Source: an optimization exercise on an open RTL-to-GDS flow (aim: small area and a short achievable clock period). Production flows keep margins and buffers that such runs may drop. Function not checked in this run: the RTL went through the layout flow alone.

### flow/design.v
`timescale 1ns/1ns
module ParallelFIR(input wire clk,
                   input wire signed [7:0] x,
                   output reg signed [17:0] y);
  reg [7:0] x1, x2, x3, x4, x5, x6, x7, x8, x9, x10, x11, x12, x13, x14, x15, x16, x17, x18, x19, x20;
  reg p1_0_0, p1_0_1, p1_1_0, p1_1_1, p1_2_0, p1_2_1, p1_3_0, p1_3_1, p1_4_0, p1_4_1, p1_5_0, p1_5_1, p1_6_0, p1_6_1, p1_7_0, p1_7_1, p1_8_0, p1_8_1, p1_9_0, p1_9_1, p1_10_0, p1_10_1, p1_11_0, p1_11_1, p1_12_0, p1_12_1, p1_13_0, p1_13_1, p1_14_0, p1_14_1, p1_15_0, p1_15_1, p1_16_0;
  wire s1, c1;
  FullAdd u1 (.a(1'b1), .b(x8[1]), .c(x9[3]), .s(s1), .co(c1));
  wire s2, c2;
  FullAdd u2 (.a(x8[2]), .b(x9[4]), .c(x11[4]), .s(s2), .co(c2));
  wire s3 = x12[2] ^ x13[5];
  wire c3 = x12[2] & x13[5];
  wire s4, c4;
  FullAdd u4 (.a(1'b1), .b(x8[3]), .c(x9[5]), .s(s4), .co(c4));
  wire s5, c5;
  FullAdd u5 (.a(x8[0]), .b(x9[2]), .c(x10[6]), .s(s5), .co(c5));
  wire s6, c6;
  FullAdd u6 (.a(x9[0]), .b(x11[5]), .c(x11[0]), .s(s6), .co(c6));
  wire s7, c7;
  FullAdd u7 (.a(x12[3]), .b(x13[6]), .c(x13[4]), .s(s7), .co(c7));
  wire s8, c8;
  FullAdd u8 (.a(x11[2]), .b(x12[0]), .c(x13[0]), .s(s8), .co(c8));
  wire s9, c9;
  FullAdd u9 (.a(1'b1), .b(x8[4]), .c(x9[6]), .s(s9), .co(c9));
  wire s10, c10;
  FullAdd u10 (.a(x9[1]), .b(x10[7]), .c(x10[0]), .s(s10), .co(c10));
  wire s11, c11;
  FullAdd u11 (.a(x8[1]), .b(x9[3]), .c(x11[3]), .s(s11), .co(c11));
  wire s12, c12;
  FullAdd u12 (.a(x11[6]), .b(x11[1]), .c(x12[4]), .s(s12), .co(c12));
  wire s13, c13;
  FullAdd u13 (.a(x12[1]), .b(x13[7]), .c(x13[1]), .s(s13), .co(c13));
  wire s14, c14;
  FullAdd u14 (.a(x13[5]), .b(x13[3]), .c(x14[5]), .s(s14), .co(c14));
  wire s15, c15;
  FullAdd u15 (.a(x15[6]), .b(x15[4]), .c(x16[4]), .s(s15), .co(c15));
  wire s16, c16;
  FullAdd u16 (.a(x8[2]), .b(x9[7]), .c(x9[4]), .s(s16), .co(c16));
  wire s17, c17;
  FullAdd u17 (.a(x8[5]), .b(x9[2]), .c(x10[1]), .s(s17), .co(c17));
  wire s18, c18;
  FullAdd u18 (.a(x11[7]), .b(x11[4]), .c(x12[2]), .s(s18), .co(c18));
  wire s19, c19;
  FullAdd u19 (.a(x11[2]), .b(x12[5]), .c(x13[6]), .s(s19), .co(c19));
  wire s20, c20;
  FullAdd u20 (.a(x13[4]), .b(x14[6]), .c(x14[4]), .s(s20), .co(c20));
  wire s21, c21;
  FullAdd u21 (.a(x13[2]), .b(x15[5]), .c(x16[5]), .s(s21), .co(c21));
  wire s22, c22;
  FullAdd u22 (.a(x8[6]), .b(x9[3]), .c(x10[2]), .s(s22), .co(c22));
  wire s23, c23;
  FullAdd u23 (.a(x8[3]), .b(x9[5]), .c(x11[5]), .s(s23), .co(c23));
  wire s24 = x11[3] ^ x12[6];
  wire c24 = x11[3] & x12[6];
  wire s25 = 1'b1 ^ x9[4];
  wire c25 = 1'b1 & x9[4];
  wire s26, c26;
  FullAdd u26 (.a(1'b1), .b(x8[0]), .c(x9[2]), .s(s26), .co(c26));
  wire s27, c27;
  FullAdd u27 (.a(x11[2]), .b(x12[0]), .c(x13[3]), .s(s27), .co(c27));
  wire s28, c28;
  FullAdd u28 (.a(x9[0]), .b(x10[4]), .c(x11[0]), .s(s28), .co(c28));
  wire s29, c29;
  FullAdd u29 (.a(x11[3]), .b(x12[1]), .c(x13[4]), .s(s29), .co(c29));
  wire s30, c30;
  FullAdd u30 (.a(x13[2]), .b(x13[0]), .c(x14[2]), .s(s30), .co(c30));
  wire s31, c31;
  FullAdd u31 (.a(x15[3]), .b(x15[1]), .c(x16[1]), .s(s31), .co(c31));
  wire s32, c32;
  FullAdd u32 (.a(x9[1]), .b(x10[5]), .c(x11[1]), .s(s32), .co(c32));
  wire s33, c33;
  FullAdd u33 (.a(x13[3]), .b(x13[1]), .c(x14[3]), .s(s33), .co(c33));
  wire s34, c34;
  FullAdd u34 (.a(x15[4]), .b(x15[2]), .c(x16[2]), .s(s34), .co(c34));
  wire s35, c35;
  FullAdd u35 (.a(x14[1]), .b(x15[0]), .c(x18[5]), .s(s35), .co(c35));
  wire s36, c36;
  FullAdd u36 (.a(x17[4]), .b(x17[2]), .c(x20[4]), .s(s36), .co(c36));
  wire s37, c37;
  FullAdd u37 (.a(x13[2]), .b(x14[4]), .c(x14[2]), .s(s37), .co(c37));
  wire s38, c38;
  FullAdd u38 (.a(x15[5]), .b(x15[3]), .c(x16[3]), .s(s38), .co(c38));
  wire s39, c39;
  FullAdd u39 (.a(x15[1]), .b(x18[6]), .c(x19[5]), .s(s39), .co(c39));
  wire s40, c40;
  FullAdd u40 (.a(x17[5]), .b(x17[3]), .c(x20[5]), .s(s40), .co(c40));
  wire s41, c41;
  FullAdd u41 (.a(c3), .b(c2), .c(s4), .s(s41), .co(c41));
  wire s42 = s6 ^ s7;
  wire c42 = s6 & s7;
  wire s43, c43;
  FullAdd u43 (.a(x17[6]), .b(x17[4]), .c(x18[7]), .s(s43), .co(c43));
  wire s44, c44;
  FullAdd u44 (.a(x14[3]), .b(x15[2]), .c(x19[6]), .s(s44), .co(c44));
  wire s45, c45;
  FullAdd u45 (.a(c4), .b(c6), .c(c7), .s(s45), .co(c45));
  wire s46, c46;
  FullAdd u46 (.a(x20[6]), .b(c5), .c(c8), .s(s46), .co(c46));
  wire s47, c47;
  FullAdd u47 (.a(s9), .b(s10), .c(s12), .s(s47), .co(c47));
  wire s48, c48;
  FullAdd u48 (.a(s11), .b(s13), .c(s15), .s(s48), .co(c48));
  wire s49, c49;
  FullAdd u49 (.a(x15[7]), .b(x15[3]), .c(x17[7]), .s(s49), .co(c49));
  wire s50, c50;
  FullAdd u50 (.a(x20[7]), .b(c9), .c(c10), .s(s50), .co(c50));
  wire s51, c51;
  FullAdd u51 (.a(x17[5]), .b(x19[7]), .c(c11), .s(s51), .co(c51));
  wire s52, c52;
  FullAdd u52 (.a(c13), .b(c15), .c(s16), .s(s52), .co(c52));
  wire s53, c53;
  FullAdd u53 (.a(c12), .b(c14), .c(s17), .s(s53), .co(c53));
  wire n54 = ~s18;
  wire s55, c55;
  FullAdd u55 (.a(n54), .b(s19), .c(s20), .s(s55), .co(c55));
  wire s56, c56;
  FullAdd u56 (.a(x12[3]), .b(x13[7]), .c(x13[3]), .s(s56), .co(c56));
  wire s57, c57;
  FullAdd u57 (.a(x13[5]), .b(x14[5]), .c(x15[4]), .s(s57), .co(c57));
  wire s58, c58;
  FullAdd u58 (.a(x14[7]), .b(x15[6]), .c(x16[6]), .s(s58), .co(c58));
  wire s59, c59;
  FullAdd u59 (.a(x17[6]), .b(c16), .c(c18), .s(s59), .co(c59));
  wire s60, c60;
  FullAdd u60 (.a(s24), .b(c17), .c(c19), .s(s60), .co(c60));
  wire n61 = ~c21;
  wire s62, c62;
  FullAdd u62 (.a(c20), .b(n61), .c(s22), .s(s62), .co(c62));
  wire s63, c63;
  FullAdd u63 (.a(x8[7]), .b(x8[4]), .c(x9[6]), .s(s63), .co(c63));
  wire s64, c64;
  FullAdd u64 (.a(x11[6]), .b(x12[7]), .c(x12[4]), .s(s64), .co(c64));
  wire s65, c65;
  FullAdd u65 (.a(x10[3]), .b(x11[4]), .c(x13[6]), .s(s65), .co(c65));
  wire s66, c66;
  FullAdd u66 (.a(x14[6]), .b(x15[7]), .c(x15[5]), .s(s66), .co(c66));
  wire s67, c67;
  FullAdd u67 (.a(x16[7]), .b(x17[7]), .c(c24), .s(s67), .co(c67));
  wire n68 = ~x13[4];
  wire s69, c69;
  FullAdd u69 (.a(n68), .b(s25), .c(c22), .s(s69), .co(c69));
  wire s70, c70;
  FullAdd u70 (.a(1'b1), .b(x9[7]), .c(x9[5]), .s(s70), .co(c70));
  wire s71, c71;
  FullAdd u71 (.a(x10[4]), .b(x11[7]), .c(x11[5]), .s(s71), .co(c71));
  wire s72, c72;
  FullAdd u72 (.a(x8[5]), .b(x12[5]), .c(x13[7]), .s(s72), .co(c72));
  wire s73, c73;
  FullAdd u73 (.a(1'b1), .b(x9[1]), .c(x11[1]), .s(s73), .co(c73));
  wire s74 = x13[2] ^ x13[0];
  wire c74 = x13[2] & x13[0];
  wire s75, c75;
  FullAdd u75 (.a(x10[3]), .b(x15[2]), .c(x15[0]), .s(s75), .co(c75));
  wire s76, c76;
  FullAdd u76 (.a(x16[0]), .b(x17[2]), .c(x17[0]), .s(s76), .co(c76));
  wire s77, c77;
  FullAdd u77 (.a(x13[1]), .b(x14[1]), .c(x18[3]), .s(s77), .co(c77));
  wire s78, c78;
  FullAdd u78 (.a(x14[0]), .b(x18[4]), .c(x19[3]), .s(s78), .co(c78));
  wire s79, c79;
  FullAdd u79 (.a(x17[3]), .b(x17[1]), .c(x20[3]), .s(s79), .co(c79));
  wire s80, c80;
  FullAdd u80 (.a(c26), .b(c27), .c(s29), .s(s80), .co(c80));
  wire s81 = s30 ^ s1;
  wire c81 = s30 & s1;
  wire s82, c82;
  FullAdd u82 (.a(x19[4]), .b(s3), .c(c29), .s(s82), .co(c82));
  wire s83, c83;
  FullAdd u83 (.a(c28), .b(c31), .c(s32), .s(s83), .co(c83));
  wire s84, c84;
  FullAdd u84 (.a(c30), .b(c1), .c(s33), .s(s84), .co(c84));
  wire n85 = ~s35;
  wire s86, c86;
  FullAdd u86 (.a(s34), .b(n85), .c(s36), .s(s86), .co(c86));
  wire s87, c87;
  FullAdd u87 (.a(c32), .b(c34), .c(c36), .s(s87), .co(c87));
  wire s88, c88;
  FullAdd u88 (.a(c33), .b(c35), .c(s37), .s(s88), .co(c88));
  wire s89, c89;
  FullAdd u89 (.a(s38), .b(s40), .c(s5), .s(s89), .co(c89));
  wire s90, c90;
  FullAdd u90 (.a(s39), .b(s42), .c(s41), .s(s90), .co(c90));
  wire s91, c91;
  FullAdd u91 (.a(c38), .b(c40), .c(s43), .s(s91), .co(c91));
  wire s92, c92;
  FullAdd u92 (.a(c37), .b(c39), .c(s44), .s(s92), .co(c92));
  wire s93, c93;
  FullAdd u93 (.a(s14), .b(c42), .c(c41), .s(s93), .co(c93));
  wire n94 = ~s46;
  wire s95, c95;
  FullAdd u95 (.a(s45), .b(n94), .c(s47), .s(s95), .co(c95));
  wire s96, c96;
  FullAdd u96 (.a(c44), .b(s49), .c(c45), .s(s96), .co(c96));
  wire s97, c97;
  FullAdd u97 (.a(c43), .b(s21), .c(c46), .s(s97), .co(c97));
  wire s98, c98;
  FullAdd u98 (.a(c48), .b(s51), .c(s52), .s(s98), .co(c98));
  wire s99, c99;
  FullAdd u99 (.a(c47), .b(s50), .c(s53), .s(s99), .co(c99));
  wire s100, c100;
  FullAdd u100 (.a(s56), .b(s58), .c(s23), .s(s100), .co(c100));
  wire s101, c101;
  FullAdd u101 (.a(c49), .b(s57), .c(c50), .s(s101), .co(c101));
  wire s102, c102;
  FullAdd u102 (.a(c51), .b(c52), .c(s59), .s(s102), .co(c102));
  wire s103, c103;
  FullAdd u103 (.a(c53), .b(s60), .c(c55), .s(s103), .co(c103));
  wire s104, c104;
  FullAdd u104 (.a(c56), .b(c58), .c(c23), .s(s104), .co(c104));
  wire s105, c105;
  FullAdd u105 (.a(c57), .b(s65), .c(s66), .s(s105), .co(c105));
  wire s106, c106;
  FullAdd u106 (.a(s63), .b(s64), .c(c59), .s(s106), .co(c106));
  wire s107, c107;
  FullAdd u107 (.a(s67), .b(c60), .c(c62), .s(s107), .co(c107));
  wire s108, c108;
  FullAdd u108 (.a(x13[5]), .b(x14[7]), .c(c63), .s(s108), .co(c108));
  wire s109, c109;
  FullAdd u109 (.a(x15[6]), .b(c25), .c(c65), .s(s109), .co(c109));
  wire s110, c110;
  FullAdd u110 (.a(c66), .b(s70), .c(s71), .s(s110), .co(c110));
  wire n111 = ~c67;
  wire s112, c112;
  FullAdd u112 (.a(c64), .b(s72), .c(n111), .s(s112), .co(c112));
  wire s113, c113;
  FullAdd u113 (.a(1'b1), .b(x9[6]), .c(x10[5]), .s(s113), .co(c113));
  wire s114, c114;
  FullAdd u114 (.a(x8[6]), .b(x12[6]), .c(x13[6]), .s(s114), .co(c114));
  wire s115, c115;
  FullAdd u115 (.a(x11[6]), .b(c70), .c(c71), .s(s115), .co(c115));
  wire s116 = 1'b1 ^ x8[7];
  wire c116 = 1'b1 & x8[7];
  wire s117, c117;
  FullAdd u117 (.a(x9[0]), .b(x11[0]), .c(x13[1]), .s(s117), .co(c117));
  wire s118 = x18[1] ^ x19[0];
  wire c118 = x18[1] & x19[0];
  wire s119, c119;
  FullAdd u119 (.a(x10[2]), .b(x15[1]), .c(x17[1]), .s(s119), .co(c119));
  wire s120, c120;
  FullAdd u120 (.a(x14[0]), .b(x18[2]), .c(x19[1]), .s(s120), .co(c120));
  wire s121 = s74 ^ s73;
  wire c121 = s74 & s73;
  wire s122, c122;
  FullAdd u122 (.a(x19[2]), .b(c74), .c(c73), .s(s122), .co(c122));
  wire s123, c123;
  FullAdd u123 (.a(x20[2]), .b(s75), .c(s76), .s(s123), .co(c123));
  wire s124, c124;
  FullAdd u124 (.a(s77), .b(s26), .c(s27), .s(s124), .co(c124));
  wire s125, c125;
  FullAdd u125 (.a(c75), .b(c76), .c(s79), .s(s125), .co(c125));
  wire s126, c126;
  FullAdd u126 (.a(c77), .b(s78), .c(s81), .s(s126), .co(c126));
  wire n127 = ~s80;
  wire s128, c128;
  FullAdd u128 (.a(s28), .b(s31), .c(n127), .s(s128), .co(c128));
  wire s129, c129;
  FullAdd u129 (.a(c78), .b(s2), .c(c81), .s(s129), .co(c129));
  wire s130, c130;
  FullAdd u130 (.a(c80), .b(s82), .c(s84), .s(s130), .co(c130));
  wire s131, c131;
  FullAdd u131 (.a(c79), .b(s83), .c(s86), .s(s131), .co(c131));
  wire s132, c132;
  FullAdd u132 (.a(s8), .b(c83), .c(s87), .s(s132), .co(c132));
  wire s133, c133;
  FullAdd u133 (.a(c82), .b(c84), .c(s88), .s(s133), .co(c133));
  wire n134 = ~s90;
  wire s135, c135;
  FullAdd u135 (.a(s89), .b(c86), .c(n134), .s(s135), .co(c135));
  wire s136, c136;
  FullAdd u136 (.a(c87), .b(c89), .c(s91), .s(s136), .co(c136));
  wire s137, c137;
  FullAdd u137 (.a(c88), .b(s92), .c(c90), .s(s137), .co(c137));
  wire n138 = ~s48;
  wire s139, c139;
  FullAdd u139 (.a(n138), .b(s93), .c(s95), .s(s139), .co(c139));
  wire s140, c140;
  FullAdd u140 (.a(c92), .b(s55), .c(c93), .s(s140), .co(c140));
  wire s141, c141;
  FullAdd u141 (.a(c91), .b(s97), .c(s98), .s(s141), .co(c141));
  wire s142, c142;
  FullAdd u142 (.a(s96), .b(c95), .c(s99), .s(s142), .co(c142));
  wire s143, c143;
  FullAdd u143 (.a(s62), .b(c96), .c(s101), .s(s143), .co(c143));
  wire s144, c144;
  FullAdd u144 (.a(s100), .b(c97), .c(c98), .s(s144), .co(c144));
  wire n145 = ~s102;
  wire s146, c146;
  FullAdd u146 (.a(c99), .b(n145), .c(s103), .s(s146), .co(c146));
  wire s147, c147;
  FullAdd u147 (.a(s69), .b(s105), .c(c101), .s(s147), .co(c147));
  wire s148, c148;
  FullAdd u148 (.a(c100), .b(s104), .c(c102), .s(s148), .co(c148));
  wire n149 = ~s106;
  wire s150, c150;
  FullAdd u150 (.a(n149), .b(c103), .c(s107), .s(s150), .co(c150));
  wire s151, c151;
  FullAdd u151 (.a(c69), .b(c105), .c(s109), .s(s151), .co(c151));
  wire s152, c152;
  FullAdd u152 (.a(c104), .b(s108), .c(s112), .s(s152), .co(c152));
  wire n153 = ~c106;
  wire s154, c154;
  FullAdd u154 (.a(s110), .b(n153), .c(c107), .s(s154), .co(c154));
  wire s155, c155;
  FullAdd u155 (.a(x15[7]), .b(c72), .c(s114), .s(s155), .co(c155));
  wire s156, c156;
  FullAdd u156 (.a(s113), .b(c109), .c(c110), .s(s156), .co(c156));
  wire n157 = ~s115;
  wire s158, c158;
  FullAdd u158 (.a(c108), .b(n157), .c(c112), .s(s158), .co(c158));
  wire s159, c159;
  FullAdd u159 (.a(x10[6]), .b(x12[7]), .c(x13[7]), .s(s159), .co(c159));
  wire s160, c160;
  FullAdd u160 (.a(x9[7]), .b(x11[7]), .c(c114), .s(s160), .co(c160));
  wire s161, c161;
  FullAdd u161 (.a(s116), .b(c113), .c(c115), .s(s161), .co(c161));
  wire s162, c162;
  FullAdd u162 (.a(x10[1]), .b(x15[0]), .c(x17[0]), .s(s162), .co(c162));
  wire s163, c163;
  FullAdd u163 (.a(c118), .b(c117), .c(s120), .s(s163), .co(c163));
  wire n164 = ~x20[1];
  wire n165 = ~s119;
  wire s166 = n164 ^ n165;
  wire c166 = n164 & n165;
  wire s167, c167;
  FullAdd u167 (.a(c120), .b(c121), .c(s122), .s(s167), .co(c167));
  wire n168 = ~s124;
  wire s169, c169;
  FullAdd u169 (.a(c119), .b(s123), .c(n168), .s(s169), .co(c169));
  wire s170, c170;
  FullAdd u170 (.a(c122), .b(c124), .c(s126), .s(s170), .co(c170));
  wire s171, c171;
  FullAdd u171 (.a(c123), .b(s125), .c(s128), .s(s171), .co(c171));
  wire s172, c172;
  FullAdd u172 (.a(c126), .b(s129), .c(s130), .s(s172), .co(c172));
  wire s173, c173;
  FullAdd u173 (.a(c125), .b(c128), .c(s131), .s(s173), .co(c173));
  wire s174, c174;
  FullAdd u174 (.a(c129), .b(c130), .c(s133), .s(s174), .co(c174));
  wire s175, c175;
  FullAdd u175 (.a(s132), .b(c131), .c(s135), .s(s175), .co(c175));
  wire s176, c176;
  FullAdd u176 (.a(c132), .b(s136), .c(c135), .s(s176), .co(c176));
  wire s177, c177;
  FullAdd u177 (.a(c133), .b(s137), .c(s139), .s(s177), .co(c177));
  wire s178, c178;
  FullAdd u178 (.a(c137), .b(s140), .c(c139), .s(s178), .co(c178));
  wire n179 = ~s142;
  wire s180, c180;
  FullAdd u180 (.a(c136), .b(s141), .c(n179), .s(s180), .co(c180));
  wire s181, c181;
  FullAdd u181 (.a(c140), .b(s143), .c(c142), .s(s181), .co(c181));
  wire n182 = ~s146;
  wire s183, c183;
  FullAdd u183 (.a(s144), .b(c141), .c(n182), .s(s183), .co(c183));
  wire s184, c184;
  FullAdd u184 (.a(c143), .b(s147), .c(c146), .s(s184), .co(c184));
  wire n185 = ~s150;
  wire s186, c186;
  FullAdd u186 (.a(c144), .b(s148), .c(n185), .s(s186), .co(c186));
  wire s187, c187;
  FullAdd u187 (.a(s151), .b(c147), .c(s154), .s(s187), .co(c187));
  wire n188 = ~c150;
  wire s189, c189;
  FullAdd u189 (.a(s152), .b(c148), .c(n188), .s(s189), .co(c189));
  wire s190, c190;
  FullAdd u190 (.a(s155), .b(c152), .c(s158), .s(s190), .co(c190));
  wire s191, c191;
  FullAdd u191 (.a(c151), .b(s156), .c(c154), .s(s191), .co(c191));
  wire s192, c192;
  FullAdd u192 (.a(s159), .b(c156), .c(s161), .s(s192), .co(c192));
  wire s193, c193;
  FullAdd u193 (.a(c155), .b(s160), .c(c158), .s(s193), .co(c193));
  wire s194, c194;
  FullAdd u194 (.a(1'b1), .b(c116), .c(c159), .s(s194), .co(c194));
  wire n195 = ~c161;
  wire s196, c196;
  FullAdd u196 (.a(x10[7]), .b(c160), .c(n195), .s(s196), .co(c196));
  wire s197 = 1'b1 ^ x13[0];
  wire c197 = 1'b1 & x13[0];
  wire n198 = ~s118;
  wire s199, c199;
  FullAdd u199 (.a(x20[0]), .b(n198), .c(s162), .s(s199), .co(c199));
  wire s200, c200;
  FullAdd u200 (.a(s121), .b(s166), .c(s163), .s(s200), .co(c200));
  wire s201, c201;
  FullAdd u201 (.a(c166), .b(c163), .c(s167), .s(s201), .co(c201));
  wire n202 = ~c169;
  wire s203, c203;
  FullAdd u203 (.a(c167), .b(n202), .c(s170), .s(s203), .co(c203));
  wire n204 = ~c171;
  wire s205, c205;
  FullAdd u205 (.a(c170), .b(n204), .c(s172), .s(s205), .co(c205));
  wire n206 = ~c173;
  wire s207, c207;
  FullAdd u207 (.a(c172), .b(s174), .c(n206), .s(s207), .co(c207));
  wire n208 = ~c174;
  wire s209, c209;
  FullAdd u209 (.a(n208), .b(s176), .c(c175), .s(s209), .co(c209));
  wire n210 = ~c176;
  wire s211, c211;
  FullAdd u211 (.a(n210), .b(s178), .c(c177), .s(s211), .co(c211));
  wire n212 = ~c180;
  wire s213, c213;
  FullAdd u213 (.a(c178), .b(s181), .c(n212), .s(s213), .co(c213));
  wire n214 = ~s186;
  wire s215, c215;
  FullAdd u215 (.a(c181), .b(s184), .c(n214), .s(s215), .co(c215));
  wire n216 = ~c186;
  wire s217, c217;
  FullAdd u217 (.a(s187), .b(c184), .c(n216), .s(s217), .co(c217));
  wire n218 = ~s190;
  wire s219, c219;
  FullAdd u219 (.a(n218), .b(c187), .c(s191), .s(s219), .co(c219));
  wire n220 = ~s192;
  wire s221, c221;
  FullAdd u221 (.a(n220), .b(c190), .c(s193), .s(s221), .co(c221));
  wire n222 = ~s196;
  wire s223, c223;
  FullAdd u223 (.a(s194), .b(c192), .c(n222), .s(s223), .co(c223));
  wire s224 = x18[0] ^ s197;
  wire c224 = x18[0] & s197;
  wire n225 = ~s199;
  wire s226, c226;
  FullAdd u226 (.a(c197), .b(s117), .c(n225), .s(s226), .co(c226));
  wire n227 = ~s200;
  wire s228, c228;
  FullAdd u228 (.a(c162), .b(c199), .c(n227), .s(s228), .co(c228));
  wire n229 = ~s169;
  wire s230, c230;
  FullAdd u230 (.a(c200), .b(n229), .c(s201), .s(s230), .co(c230));
  wire n231 = ~s171;
  wire s232, c232;
  FullAdd u232 (.a(c201), .b(n231), .c(s203), .s(s232), .co(c232));
  wire n233 = ~s173;
  wire s234, c234;
  FullAdd u234 (.a(n233), .b(c203), .c(s205), .s(s234), .co(c234));
  wire n235 = ~s175;
  wire s236, c236;
  FullAdd u236 (.a(c205), .b(s207), .c(n235), .s(s236), .co(c236));
  wire n237 = ~s209;
  wire s238, c238;
  FullAdd u238 (.a(c207), .b(s177), .c(n237), .s(s238), .co(c238));
  wire n239 = ~s211;
  wire s240, c240;
  FullAdd u240 (.a(s180), .b(c209), .c(n239), .s(s240), .co(c240));
  wire n241 = ~s183;
  wire s242, c242;
  FullAdd u242 (.a(n241), .b(c211), .c(s213), .s(s242), .co(c242));
  wire n243 = ~c183;
  wire s244, c244;
  FullAdd u244 (.a(n243), .b(c213), .c(s215), .s(s244), .co(c244));
  wire n245 = ~s189;
  wire s246, c246;
  FullAdd u246 (.a(n245), .b(c215), .c(s217), .s(s246), .co(c246));
  wire n247 = ~c189;
  wire s248, c248;
  FullAdd u248 (.a(n247), .b(s219), .c(c217), .s(s248), .co(c248));
  wire n249 = ~s221;
  wire s250, c250;
  FullAdd u250 (.a(c191), .b(n249), .c(c219), .s(s250), .co(c250));
  wire n251 = ~s223;
  wire s252, c252;
  FullAdd u252 (.a(c193), .b(n251), .c(c221), .s(s252), .co(c252));
  wire n253 = ~c196;
  wire s254, c254;
  FullAdd u254 (.a(c194), .b(n253), .c(c223), .s(s254), .co(c254));
  wire s255, c255;
  FullAdd u255 (.a(p1_4_0), .b(p1_4_1), .c(x2[3]), .s(s255), .co(c255));
  wire s256, c256;
  FullAdd u256 (.a(p1_5_0), .b(p1_5_1), .c(x2[4]), .s(s256), .co(c256));
  wire s257, c257;
  FullAdd u257 (.a(x1[4]), .b(x4[4]), .c(x4[2]), .s(s257), .co(c257));
  wire s258, c258;
  FullAdd u258 (.a(p1_6_0), .b(p1_6_1), .c(x2[5]), .s(s258), .co(c258));
  wire s259, c259;
  FullAdd u259 (.a(x1[5]), .b(x4[5]), .c(x4[3]), .s(s259), .co(c259));
  wire s260, c260;
  FullAdd u260 (.a(x5[3]), .b(x6[5]), .c(x6[3]), .s(s260), .co(c260));
  wire s261, c261;
  FullAdd u261 (.a(p1_7_0), .b(p1_7_1), .c(x2[6]), .s(s261), .co(c261));
  wire s262, c262;
  FullAdd u262 (.a(x1[6]), .b(x3[7]), .c(x4[6]), .s(s262), .co(c262));
  wire s263, c263;
  FullAdd u263 (.a(x4[4]), .b(x5[4]), .c(x6[6]), .s(s263), .co(c263));
  wire s264 = x6[2] ^ x7[5];
  wire c264 = x6[2] & x7[5];
  wire s265, c265;
  FullAdd u265 (.a(p1_8_0), .b(x1[7]), .c(x4[7]), .s(s265), .co(c265));
  wire s266, c266;
  FullAdd u266 (.a(p1_8_1), .b(x2[7]), .c(x4[5]), .s(s266), .co(c266));
  wire s267, c267;
  FullAdd u267 (.a(x6[7]), .b(x6[3]), .c(x7[6]), .s(s267), .co(c267));
  wire n268 = ~p1_9_0;
  wire s269 = n268 ^ p1_9_1;
  wire c269 = n268 & p1_9_1;
  wire s270 = p1_2_0 ^ x2[1];
  wire c270 = p1_2_0 & x2[1];
  wire s271, c271;
  FullAdd u271 (.a(p1_3_1), .b(x2[2]), .c(x3[3]), .s(s271), .co(c271));
  wire s272, c272;
  FullAdd u272 (.a(p1_3_0), .b(x1[2]), .c(x4[2]), .s(s272), .co(c272));
  wire n273 = ~x4[0];
  wire n274 = ~x5[0];
  wire s275 = n273 ^ n274;
  wire c275 = n273 & n274;
  wire s276, c276;
  FullAdd u276 (.a(x1[3]), .b(x4[3]), .c(x4[1]), .s(s276), .co(c276));
  wire s277, c277;
  FullAdd u277 (.a(x5[1]), .b(x6[3]), .c(x6[1]), .s(s277), .co(c277));
  wire s278, c278;
  FullAdd u278 (.a(x3[4]), .b(x7[2]), .c(x7[0]), .s(s278), .co(c278));
  wire s279 = x8[4] ^ x8[2];
  wire c279 = x8[4] & x8[2];
  wire s280, c280;
  FullAdd u280 (.a(x5[2]), .b(x6[4]), .c(x6[2]), .s(s280), .co(c280));
  wire s281, c281;
  FullAdd u281 (.a(x3[5]), .b(x6[0]), .c(x7[3]), .s(s281), .co(c281));
  wire s282, c282;
  FullAdd u282 (.a(x7[1]), .b(x8[5]), .c(x8[3]), .s(s282), .co(c282));
  wire s283, c283;
  FullAdd u283 (.a(x8[1]), .b(c255), .c(s256), .s(s283), .co(c283));
  wire s284, c284;
  FullAdd u284 (.a(x3[6]), .b(x6[1]), .c(x7[4]), .s(s284), .co(c284));
  wire s285, c285;
  FullAdd u285 (.a(x7[2]), .b(x8[6]), .c(x8[4]), .s(s285), .co(c285));
  wire s286, c286;
  FullAdd u286 (.a(x8[2]), .b(c256), .c(s258), .s(s286), .co(c286));
  wire s287, c287;
  FullAdd u287 (.a(x8[0]), .b(c257), .c(s259), .s(s287), .co(c287));
  wire s288, c288;
  FullAdd u288 (.a(x7[3]), .b(x8[5]), .c(x8[3]), .s(s288), .co(c288));
  wire s289, c289;
  FullAdd u289 (.a(x6[4]), .b(x8[7]), .c(x8[1]), .s(s289), .co(c289));
  wire s290, c290;
  FullAdd u290 (.a(s264), .b(c258), .c(s261), .s(s290), .co(c290));
  wire s291, c291;
  FullAdd u291 (.a(c259), .b(c260), .c(s262), .s(s291), .co(c291));
  wire s292, c292;
  FullAdd u292 (.a(x7[4]), .b(x8[6]), .c(x8[4]), .s(s292), .co(c292));
  wire s293, c293;
  FullAdd u293 (.a(x5[5]), .b(x6[5]), .c(x8[2]), .s(s293), .co(c293));
  wire s294, c294;
  FullAdd u294 (.a(c264), .b(c261), .c(s265), .s(s294), .co(c294));
  wire s295, c295;
  FullAdd u295 (.a(c262), .b(c263), .c(s266), .s(s295), .co(c295));
  wire s296, c296;
  FullAdd u296 (.a(x4[6]), .b(x5[6]), .c(x6[6]), .s(s296), .co(c296));
  wire s297, c297;
  FullAdd u297 (.a(x6[4]), .b(x7[5]), .c(x8[5]), .s(s297), .co(c297));
  wire s298, c298;
  FullAdd u298 (.a(x7[7]), .b(x8[7]), .c(x8[3]), .s(s298), .co(c298));
  wire s299, c299;
  FullAdd u299 (.a(s269), .b(c265), .c(c267), .s(s299), .co(c299));
  wire s300, c300;
  FullAdd u300 (.a(p1_10_0), .b(p1_10_1), .c(x4[7]), .s(s300), .co(c300));
  wire s301, c301;
  FullAdd u301 (.a(x5[7]), .b(x6[7]), .c(x6[5]), .s(s301), .co(c301));
  wire s302 = x7[6] ^ x8[6];
  wire c302 = x7[6] & x8[6];
  wire s303, c303;
  FullAdd u303 (.a(p1_1_0), .b(p1_1_1), .c(x2[0]), .s(s303), .co(c303));
  wire s304, c304;
  FullAdd u304 (.a(p1_2_1), .b(x1[1]), .c(x4[1]), .s(s304), .co(c304));
  wire s305, c305;
  FullAdd u305 (.a(x3[2]), .b(x7[0]), .c(x8[2]), .s(s305), .co(c305));
  wire s306, c306;
  FullAdd u306 (.a(x7[1]), .b(x8[3]), .c(x8[1]), .s(s306), .co(c306));
  wire s307, c307;
  FullAdd u307 (.a(c270), .b(s275), .c(s271), .s(s307), .co(c307));
  wire n308 = ~x6[2];
  wire n309 = ~x6[0];
  wire s310 = n308 ^ n309;
  wire c310 = n308 & n309;
  wire s311, c311;
  FullAdd u311 (.a(x8[0]), .b(s279), .c(c275), .s(s311), .co(c311));
  wire s312, c312;
  FullAdd u312 (.a(c272), .b(s276), .c(s277), .s(s312), .co(c312));
  wire s313, c313;
  FullAdd u313 (.a(c271), .b(s278), .c(s255), .s(s313), .co(c313));
  wire s314, c314;
  FullAdd u314 (.a(c276), .b(c277), .c(s280), .s(s314), .co(c314));
  wire s315, c315;
  FullAdd u315 (.a(c279), .b(c278), .c(s281), .s(s315), .co(c315));
  wire n316 = ~s257;
  wire s317, c317;
  FullAdd u317 (.a(s282), .b(n316), .c(s283), .s(s317), .co(c317));
  wire s318, c318;
  FullAdd u318 (.a(c281), .b(c282), .c(s284), .s(s318), .co(c318));
  wire s319, c319;
  FullAdd u319 (.a(s285), .b(c283), .c(s286), .s(s319), .co(c319));
  wire s320, c320;
  FullAdd u320 (.a(c280), .b(s260), .c(s287), .s(s320), .co(c320));
  wire s321, c321;
  FullAdd u321 (.a(c284), .b(c285), .c(s288), .s(s321), .co(c321));
  wire s322, c322;
  FullAdd u322 (.a(s289), .b(s263), .c(c287), .s(s322), .co(c322));
  wire n323 = ~s291;
  wire s324, c324;
  FullAdd u324 (.a(c286), .b(s290), .c(n323), .s(s324), .co(c324));
  wire s325, c325;
  FullAdd u325 (.a(c288), .b(s292), .c(s267), .s(s325), .co(c325));
  wire s326, c326;
  FullAdd u326 (.a(c289), .b(s293), .c(c291), .s(s326), .co(c326));
  wire n327 = ~s295;
  wire s328, c328;
  FullAdd u328 (.a(c290), .b(s294), .c(n327), .s(s328), .co(c328));
  wire s329, c329;
  FullAdd u329 (.a(c293), .b(c266), .c(s296), .s(s329), .co(c329));
  wire s330, c330;
  FullAdd u330 (.a(c292), .b(s297), .c(c294), .s(s330), .co(c330));
  wire n331 = ~s299;
  wire s332, c332;
  FullAdd u332 (.a(s298), .b(c295), .c(n331), .s(s332), .co(c332));
  wire s333, c333;
  FullAdd u333 (.a(s302), .b(c269), .c(c297), .s(s333), .co(c333));
  wire s334, c334;
  FullAdd u334 (.a(x8[4]), .b(c296), .c(c298), .s(s334), .co(c334));
  wire s335, c335;
  FullAdd u335 (.a(s300), .b(s301), .c(c299), .s(s335), .co(c335));
  wire s336, c336;
  FullAdd u336 (.a(p1_11_0), .b(p1_11_1), .c(x6[6]), .s(s336), .co(c336));
  wire s337, c337;
  FullAdd u337 (.a(x7[7]), .b(x8[7]), .c(x8[5]), .s(s337), .co(c337));
  wire s338, c338;
  FullAdd u338 (.a(c302), .b(c300), .c(c301), .s(s338), .co(c338));
  wire s339 = p1_12_0 ^ p1_12_1;
  wire c339 = p1_12_0 & p1_12_1;
  wire s340, c340;
  FullAdd u340 (.a(x1[0]), .b(x4[0]), .c(x6[0]), .s(s340), .co(c340));
  wire s341, c341;
  FullAdd u341 (.a(x8[0]), .b(s270), .c(c303), .s(s341), .co(c341));
  wire n342 = ~x6[1];
  wire n343 = ~s304;
  wire s344 = n342 ^ n343;
  wire c344 = n342 & n343;
  wire s345, c345;
  FullAdd u345 (.a(s310), .b(c305), .c(s306), .s(s345), .co(c345));
  wire n346 = ~s307;
  wire s347, c347;
  FullAdd u347 (.a(c304), .b(s272), .c(n346), .s(s347), .co(c347));
  wire s348, c348;
  FullAdd u348 (.a(c310), .b(c306), .c(s311), .s(s348), .co(c348));
  wire n349 = ~s312;
  wire s350, c350;
  FullAdd u350 (.a(c307), .b(n349), .c(s313), .s(s350), .co(c350));
  wire s351, c351;
  FullAdd u351 (.a(c311), .b(c313), .c(s315), .s(s351), .co(c351));
  wire n352 = ~s317;
  wire s353, c353;
  FullAdd u353 (.a(c312), .b(s314), .c(n352), .s(s353), .co(c353));
  wire s354, c354;
  FullAdd u354 (.a(c315), .b(s318), .c(c317), .s(s354), .co(c354));
  wire n355 = ~s319;
  wire s356, c356;
  FullAdd u356 (.a(c314), .b(n355), .c(s320), .s(s356), .co(c356));
  wire s357, c357;
  FullAdd u357 (.a(c318), .b(s321), .c(c319), .s(s357), .co(c357));
  wire n358 = ~s324;
  wire s359, c359;
  FullAdd u359 (.a(c320), .b(s322), .c(n358), .s(s359), .co(c359));
  wire s360, c360;
  FullAdd u360 (.a(c321), .b(s325), .c(c324), .s(s360), .co(c360));
  wire n361 = ~s328;
  wire s362, c362;
  FullAdd u362 (.a(c322), .b(s326), .c(n361), .s(s362), .co(c362));
  wire s363, c363;
  FullAdd u363 (.a(c325), .b(s330), .c(c328), .s(s363), .co(c363));
  wire s364, c364;
  FullAdd u364 (.a(s329), .b(c326), .c(s332), .s(s364), .co(c364));
  wire s365, c365;
  FullAdd u365 (.a(s333), .b(c330), .c(s335), .s(s365), .co(c365));
  wire s366, c366;
  FullAdd u366 (.a(c329), .b(s334), .c(c332), .s(s366), .co(c366));
  wire s367, c367;
  FullAdd u367 (.a(s336), .b(c333), .c(s338), .s(s367), .co(c367));
  wire n368 = ~c335;
  wire s369, c369;
  FullAdd u369 (.a(s337), .b(c334), .c(n368), .s(s369), .co(c369));
  wire s370, c370;
  FullAdd u370 (.a(x6[7]), .b(x8[6]), .c(c337), .s(s370), .co(c370));
  wire s371, c371;
  FullAdd u371 (.a(s339), .b(c336), .c(c338), .s(s371), .co(c371));
  wire s372, c372;
  FullAdd u372 (.a(p1_13_0), .b(p1_13_1), .c(x8[7]), .s(s372), .co(c372));
  wire s373 = p1_0_0 ^ x3[0];
  wire c373 = p1_0_0 & x3[0];
  wire s374, c374;
  FullAdd u374 (.a(x3[1]), .b(x8[1]), .c(s303), .s(s374), .co(c374));
  wire s375, c375;
  FullAdd u375 (.a(s305), .b(s344), .c(s341), .s(s375), .co(c375));
  wire s376, c376;
  FullAdd u376 (.a(c344), .b(c341), .c(s345), .s(s376), .co(c376));
  wire s377, c377;
  FullAdd u377 (.a(c345), .b(s348), .c(s350), .s(s377), .co(c377));
  wire s378, c378;
  FullAdd u378 (.a(c348), .b(c350), .c(s351), .s(s378), .co(c378));
  wire n379 = ~c353;
  wire s380, c380;
  FullAdd u380 (.a(c351), .b(s354), .c(n379), .s(s380), .co(c380));
  wire n381 = ~c356;
  wire s382, c382;
  FullAdd u382 (.a(c354), .b(s357), .c(n381), .s(s382), .co(c382));
  wire n383 = ~c359;
  wire s384, c384;
  FullAdd u384 (.a(c357), .b(s360), .c(n383), .s(s384), .co(c384));
  wire n385 = ~s364;
  wire s386, c386;
  FullAdd u386 (.a(c360), .b(s363), .c(n385), .s(s386), .co(c386));
  wire n387 = ~c364;
  wire s388, c388;
  FullAdd u388 (.a(s365), .b(c363), .c(n387), .s(s388), .co(c388));
  wire n389 = ~s369;
  wire s390, c390;
  FullAdd u390 (.a(s367), .b(c365), .c(n389), .s(s390), .co(c390));
  wire n391 = ~s370;
  wire s392, c392;
  FullAdd u392 (.a(n391), .b(c367), .c(s371), .s(s392), .co(c392));
  wire s393, c393;
  FullAdd u393 (.a(c339), .b(s372), .c(c371), .s(s393), .co(c393));
  wire s394 = p1_14_0 ^ c372;
  wire c394 = p1_14_0 & c372;
  wire s395 = x8[0] ^ s373;
  wire c395 = x8[0] & s373;
  wire n396 = ~s340;
  wire s397, c397;
  FullAdd u397 (.a(c373), .b(n396), .c(s374), .s(s397), .co(c397));
  wire n398 = ~c340;
  wire s399, c399;
  FullAdd u399 (.a(n398), .b(c374), .c(s375), .s(s399), .co(c399));
  wire n400 = ~s347;
  wire s401, c401;
  FullAdd u401 (.a(c375), .b(s376), .c(n400), .s(s401), .co(c401));
  wire n402 = ~c347;
  wire s403, c403;
  FullAdd u403 (.a(c376), .b(n402), .c(s377), .s(s403), .co(c403));
  wire n404 = ~s353;
  wire s405, c405;
  FullAdd u405 (.a(c377), .b(s378), .c(n404), .s(s405), .co(c405));
  wire n406 = ~s356;
  wire s407, c407;
  FullAdd u407 (.a(c378), .b(n406), .c(s380), .s(s407), .co(c407));
  wire n408 = ~s359;
  wire s409, c409;
  FullAdd u409 (.a(n408), .b(c380), .c(s382), .s(s409), .co(c409));
  wire n410 = ~s362;
  wire s411, c411;
  FullAdd u411 (.a(n410), .b(c382), .c(s384), .s(s411), .co(c411));
  wire n412 = ~c362;
  wire s413, c413;
  FullAdd u413 (.a(n412), .b(c384), .c(s386), .s(s413), .co(c413));
  wire n414 = ~s366;
  wire s415, c415;
  FullAdd u415 (.a(n414), .b(s388), .c(c386), .s(s415), .co(c415));
  wire n416 = ~c366;
  wire s417, c417;
  FullAdd u417 (.a(n416), .b(s390), .c(c388), .s(s417), .co(c417));
  wire n418 = ~c369;
  wire s419, c419;
  FullAdd u419 (.a(n418), .b(s392), .c(c390), .s(s419), .co(c419));
  wire n420 = ~c370;
  wire s421, c421;
  FullAdd u421 (.a(n420), .b(c392), .c(s393), .s(s421), .co(c421));
  wire n422 = ~p1_14_1;
  wire s423, c423;
  FullAdd u423 (.a(n422), .b(s394), .c(c393), .s(s423), .co(c423));
  wire n424 = ~p1_15_0;
  wire s425, c425;
  FullAdd u425 (.a(n424), .b(p1_15_1), .c(c394), .s(s425), .co(c425));
  wire [17:0] r0 = {1'b1, c425, c423, c421, c419, c417, c415, c413, c411, c409, c407, c405, c403, c401, c399, c397, c395, s395};
  wire [17:0] r1 = {1'b0, p1_16_0, s425, s423, s421, s419, s417, s415, s413, s411, s409, s407, s405, s403, s401, s399, s397, ~p1_0_1};
  always @(posedge clk) begin
    x1 <= x;
    x2 <= x1;
    x3 <= x2;
    x4 <= x3;
    x5 <= x4;
    x6 <= x5;
    x7 <= x6;
    x8 <= x7;
    x9 <= x8;
    x10 <= x9;
    x11 <= x10;
    x12 <= x11;
    x13 <= x12;
    x14 <= x13;
    x15 <= x14;
    x16 <= x15;
    x17 <= x16;
    x18 <= x17;
    x19 <= x18;
    x20 <= x19;
    p1_0_0 <= s224;
    p1_0_1 <= x10[0];
    p1_1_0 <= c224;
    p1_1_1 <= s226;
    p1_2_0 <= c226;
    p1_2_1 <= s228;
    p1_3_0 <= c228;
    p1_3_1 <= s230;
    p1_4_0 <= c230;
    p1_4_1 <= s232;
    p1_5_0 <= c232;
    p1_5_1 <= s234;
    p1_6_0 <= c234;
    p1_6_1 <= s236;
    p1_7_0 <= c236;
    p1_7_1 <= s238;
    p1_8_0 <= c238;
    p1_8_1 <= s240;
    p1_9_0 <= c240;
    p1_9_1 <= s242;
    p1_10_0 <= c242;
    p1_10_1 <= s244;
    p1_11_0 <= c244;
    p1_11_1 <= s246;
    p1_12_0 <= c246;
    p1_12_1 <= s248;
    p1_13_0 <= c248;
    p1_13_1 <= s250;
    p1_14_0 <= c250;
    p1_14_1 <= s252;
    p1_15_0 <= c252;
    p1_15_1 <= s254;
    p1_16_0 <= c254;
    y <= r0 + r1;
  end
endmodule
module FullAdd(input wire a, input wire b, input wire c,
               output wire s, output wire co);
  assign s = a ^ b ^ c;
  assign co = (a & b) | (a & c) | (b & c);
endmodule
### flow/run.sh
#!/bin/bash
# synth_recipe.tcl (not shown) runs the flow's synth.tcl, then flattens the netlist and writes it again
# the make line also repeats each setting of config.mk as NAME=value (left out here)
make -C /OpenROAD-flow-scripts/flow DESIGN_CONFIG=/design/flow/config.mk WORK_HOME=/design/flow/orfs CLKGATE_MAP_FILE= SYNTH_SCRIPT=/design/flow/synth_recipe.tcl finish
### flow/config.mk
export PLATFORM = sky130hd
export DESIGN_NAME = ParallelFIR
export DESIGN_NICKNAME = ParallelFIR
export VERILOG_FILES = /design/flow/design.v
export SDC_FILE = /design/flow/constraint.sdc
export NUM_CORES = 4
export LEC_CHECK = 0
export CAP_MARGIN = 20
export CORE_MARGIN = 2
export CORE_UTILIZATION = 50
export SLEW_MARGIN = 20
export SYNTH_HIERARCHICAL = 1
export SYNTH_MINIMUM_KEEP_SIZE = 0
### flow/constraint.sdc
create_clock -name core_clock -period 11.0 [get_ports {clk}]
set_input_delay 2.2000 -clock core_clock [delete_from_list [all_inputs] [get_ports {clk}]]
set_output_delay 2.2000 -clock core_clock [all_outputs]
set_load 0.01 [all_outputs]
==> metrics.md <==
| Metric | Value |
|---|---|
| Resized cells post-CTS | `0` |
| Logic depth of the worst path, buffers included | `14` |
| CP Cell Sequence | `fa_1 -> fa_1 -> inv_1 -> fa_1 -> fa_1 -> inv_1 -> fa_1 -> fa_1 -> ha_1 -> a21oi_1 -> o21ai_0 -> a2111oi_0 -> mux2i_1 -> nand3_1` |
| Drt via density | `4.92` |
| Global placement routability congestion | `0.971` |
| Aggregate global routing overflow | `0` |
| Worst min-delay path startpoint | `x5[0]` |
| Cell area reported after detailed placement | `12600 µm²` |
| Final worst setup slack | `6070 ps` |
| Depth of the worst register-to-register path | `14` |
| Reg2Reg Setup Slack | `6070 ps` |
| Synthesis Warnings | `7` |
| P&R area growth vs syn | `13.1%` |
| Post-place setup slack | `6100 ps` |
| Number of global-route vias before repair | `6958` |
| Number of standard-cell rows in the floorplan | `56` |
| Distinct cell type count of the synthesized netlist | `39` |
| Critical path buffer and inverter count | `2` |
| Global router's overall resource usage | `0.219` |
| Critical R2R Launch | `x6[3]` |
| Combined area of all synthesized cells | `12000 µm²` |
| Vertical die dimension | `159 µm` |
| CTS Root Cell | `sky130_fd_sc_hd__clkbuf_16` |
| Skew-Pair Late Insertion Delay | `520 ps` |
| Instance count of the mapped netlist | `760` |
| Overall via count from detail_route | `5680` |
| Wire length of the first global-routing pass | `40.1 mm` |
| Post-CTS clock slew at the launch and capture registers of the worst setup and hold paths | `60 ps` |
| Initial DRC Count | `289` |
| Clock tree from TritonCTS | `done` |
| Summed negative setup slack over all endpoints | `0 ps` |
| Post-route clock period utilization | `0.449` |
| Capture point of the worst reg-to-reg path | `y[14]` |
| Number of enable-type register cells in the synthesized netlist | `0` |
| Average footprint of a synthesized cell | `15.7 µm²` |
| Slowest-stage cell, CP | `sky130_fd_sc_hd__a2111oi_0` |
| 1st-pass router iterations | `4` |
| Register bit count reported by yosys | `210` |
| Worst endpoint data arrival time | `5390 ps` |
| Family with the most delay on the worst path | `adder cells` |
| Buffer levels on the longest clock path | `3` |
| Startpoint types | `register` |
| Number of H-tree levels | `1` |
| Final setup viols | `0` |
| Number of clock sinks seen by CTS | `210` |
| Result of the run | `complete, no violations` |
| Overall routed net length | `24.0 mm` |
| Filler cell count in the final layout | `1844` |
| CTS buffer count | `25` |
| Count of nets left with antenna violations after detail routing | `0` |
| Type of element capturing the critical path | `register` |
| Count of antenna diodes in the layout | `0` |
| Launching instance or port of the critical path | `x6[3]` |
| Setup repair after global routing missed its margin | `no` |
| Antenna violations before repair | `1` |
| Average detailed-routed wire length per instance | `20.8 µm` |
| Largest net degree at the start of global routing | `15` |
| Slew HR | `0.539` |
| Fraction of registers with async set/reset | `0` |
| # Max-Cap Violations | `0` |
| Total Die Area | `25200 µm²` |
| Hold violation total from the final report | `0` |
| Std-Cell Core Area | `23500 µm²` |
| Most Frequent Cell on Critical Path | `sky130_fd_sc_hd__fa_1` |
| Die width | `159 µm` |
| Dominant register cell in the synthesized netlist | `sky130_fd_sc_hd__dfxtp_1` |
| Clock Skews | `13.9 ps` |
| Post-layout util | `0.576` |
| Number of nets in the layout | `1178` |
| FMAX | `0.203 GHz` |
| Boundary Pins | `27` |
| Worst min-delay path category | `register to register` |
| Crit path required time | `11460 ps` |
| Critical path destination | `y[14]` |
| Initial core utilization | `0.509` |
| # Post-CTS Setup Buffers | `0` |
| Sequential cell area fraction in the yosys report | `0.352` |
| Total half-perimeter wirelength after legalization and detailed placement | `20.7 mm` |
| Fraction of layout cells with a size suffix above 1 | `0.0611` |
| Max-slew violation total from the final report | `0` |
| Transition time at the pin with the least slew margin | `690 ps` |
| Design area | `13500 µm²` |
| Post-layout minimum cycle time | `4930 ps` |
| Top fanout value on the critical path | `5` |
| Largest stage delay on the critical path | `500 ps` |
| Remaining routing DRC violations | `0` |
| Number of buffer cells added on primary ports | `26` |
| Hold-fix buffers at CTS | `0` |
| Class of the most critical setup path | `register to register` |
-- state kept, by name, indices dropped and copies added, names as in the netlist, 8 cells and up --
name	cells
x8	8
x9	8
x6	8
x2	8
x14	8
x3	8
x11	8
x16	8
x19	8
x17	8
x5	8
x1	8
x4	8
x18	8
y	18
x12	8
x10	8
x13	8
x20	8
x15	8
x7	8
-- modules after synthesis, one instance, submodules excluded --
| module | times used | cells inside |
|---|---|---|
| FullAdd | 313 | 1 |
| ParallelFIR | 1 | 447 |
-- worst min-delay path by stage --
stage | slack [ps] | cells past startpoint | to
3_5_place_dp | 340 | 0 | x6[0]
4_1_cts | 360 | 0 | x17[3]
3_3_place_gp | 340 | 0 | x6[0]
5_1_grt | 370 | 0 | x19[1]
6_report | 360 | 0 | x6[0]
2_1_floorplan | 330 | 0 | x6[0]
-- synth_stat cells, types with 2 or more instances --
cell / number / area share
sky130_fd_sc_hd__nor2_1: 9 / 0.0028
sky130_fd_sc_hd__nand3_1: 5 / 0.0021
sky130_fd_sc_hd__o21a_1: 2 / 0.0013
sky130_fd_sc_hd__a21o_1: 3 / 0.0019
sky130_fd_sc_hd__nor3_1: 2 / 0.00084
sky130_fd_sc_hd__ha_1: 38 / 0.040
sky130_fd_sc_hd__dfxtp_1: 210 / 0.35
sky130_fd_sc_hd__xor2_1: 4 / 0.0029
sky130_fd_sc_hd__buf_2: 2 / 0.00084
sky130_fd_sc_hd__and3_1: 4 / 0.0021
sky130_fd_sc_hd__o21ai_0: 6 / 0.0025
sky130_fd_sc_hd__o211ai_1: 3 / 0.0019
sky130_fd_sc_hd__fa_1: 314 / 0.53
sky130_fd_sc_hd__a21boi_0: 3 / 0.0019
sky130_fd_sc_hd__a21oi_1: 10 / 0.0042
sky130_fd_sc_hd__a211oi_1: 2 / 0.0013
sky130_fd_sc_hd__inv_1: 98 / 0.031
sky130_fd_sc_hd__a31oi_1: 2 / 0.0010
sky130_fd_sc_hd__nand2_1: 15 / 0.0047
sky130_fd_sc_hd__xnor2_1: 8 / 0.0059
sky130_fd_sc_hd__a21oi_2: 2 / 0.0015
-- per-stage QoR --
stage          hold slack, ps  cells
6_report                  356   1154
5_1_grt                   366   1154
4_1_cts                   360   1154
3_5_place_dp              339   1109
3_3_place_gp              343   1109
2_1_floorplan             331    767
-- cells in the final DEF (no fill, tap or decap), types with 3 or more instances in the layout --
master	n
sky130_fd_sc_hd__and3_1	4
sky130_fd_sc_hd__a21oi_1	10
sky130_fd_sc_hd__bufinv_16	5
sky130_fd_sc_hd__nor2_1	9
sky130_fd_sc_hd__fa_1	314
sky130_fd_sc_hd__a21boi_0	3
sky130_fd_sc_hd__a21o_1	3
sky130_fd_sc_hd__clkbuf_16	25
sky130_fd_sc_hd__clkdlybuf4s50_1	26
sky130_fd_sc_hd__inv_1	98
sky130_fd_sc_hd__nand3_1	5
sky130_fd_sc_hd__nand2_1	15
sky130_fd_sc_hd__xor2_1	4
sky130_fd_sc_hd__ha_1	38
sky130_fd_sc_hd__clkinv_2	3
sky130_fd_sc_hd__conb_1	8
sky130_fd_sc_hd__o21ai_0	6
sky130_fd_sc_hd__clkinvlp_4	6
sky130_fd_sc_hd__xnor2_1	8
sky130_fd_sc_hd__o211ai_1	3
sky130_fd_sc_hd__dfxtp_1	210
sky130_fd_sc_hd__clkinv_4	4
-- layer usage --
layer  vias to the layer above  part of all wire  GRT usage
li1                       2440                 -          -
met1                      3094              0.44      0.327
met2                       111              0.49      0.344
met3                        35             0.046     0.0327
met4                         0             0.021     0.0536
met5                         -                 0          0
-- layout make-up --
class	instances	area (µm²)	area share
inverter	98	368	0.0272
multi-input combinational	456	7400	0.547
timing repair buffer	26	260	0.0192
clock buffer	27	653	0.0483
sequential	210	4200	0.311
clock inverter	18	245	0.0181
tap	319	399	0.0295
-- logic make-up (layout without fill, tap and decap cells) --
logic type,after synthesis,after routing,synth area share
compound gates,43,43,0.0255
xor+xnor,12,12,0.00879
fa+ha+maj,352,352,0.566
buf+inv,101,169,0.0319
flops,210,210,0.352
mux,1,1,0.000837
other cells,1,8,0.000314
simple gates,40,40,0.0155
-- worst reg2reg max path, stage by stage, from the launching register on --
cell and delay, ps:
sky130_fd_sc_hd__dfxtp_1 410, sky130_fd_sc_hd__fa_1 450, sky130_fd_sc_hd__fa_1 490, sky130_fd_sc_hd__inv_1 50
sky130_fd_sc_hd__fa_1 460, sky130_fd_sc_hd__fa_1 490, sky130_fd_sc_hd__inv_1 50, sky130_fd_sc_hd__fa_1 490
sky130_fd_sc_hd__fa_1 410, sky130_fd_sc_hd__ha_1 350, sky130_fd_sc_hd__a21oi_1 260, sky130_fd_sc_hd__o21ai_0 230
sky130_fd_sc_hd__a2111oi_0 500, sky130_fd_sc_hd__mux2i_1 150, sky130_fd_sc_hd__nand3_1 90

static timing again, ports no longer ideal:
In the flow no input, the clock included, has a driving cell. The finished layout below was timed again as built, in two steps.
Step 1: set_driving_cell puts a clkbuf_16 on clk and a buf_2 on each other input, an assumption about the parent block.
Step 2 moves the port delays by t, midway between the first and last clock arrival at a register: inputs arrive t later, outputs are due t later. That takes back most of the time a late clock gives input paths.
a / b / c = ideal / step 1 / step 2; a / b = the first two.
shift t [ns]: 0.567
slack for setup (ns): 6.065 / 6.065 / 6.065
latest minus earliest clock arrival (ns): 0.015 / 0.015
cell pins on the clock port's net: 1
After both steps this run still meets setup and hold. For this run, drivers alone change the setup slack by 0.000 ns; drivers and shift together by 0.000 ns.
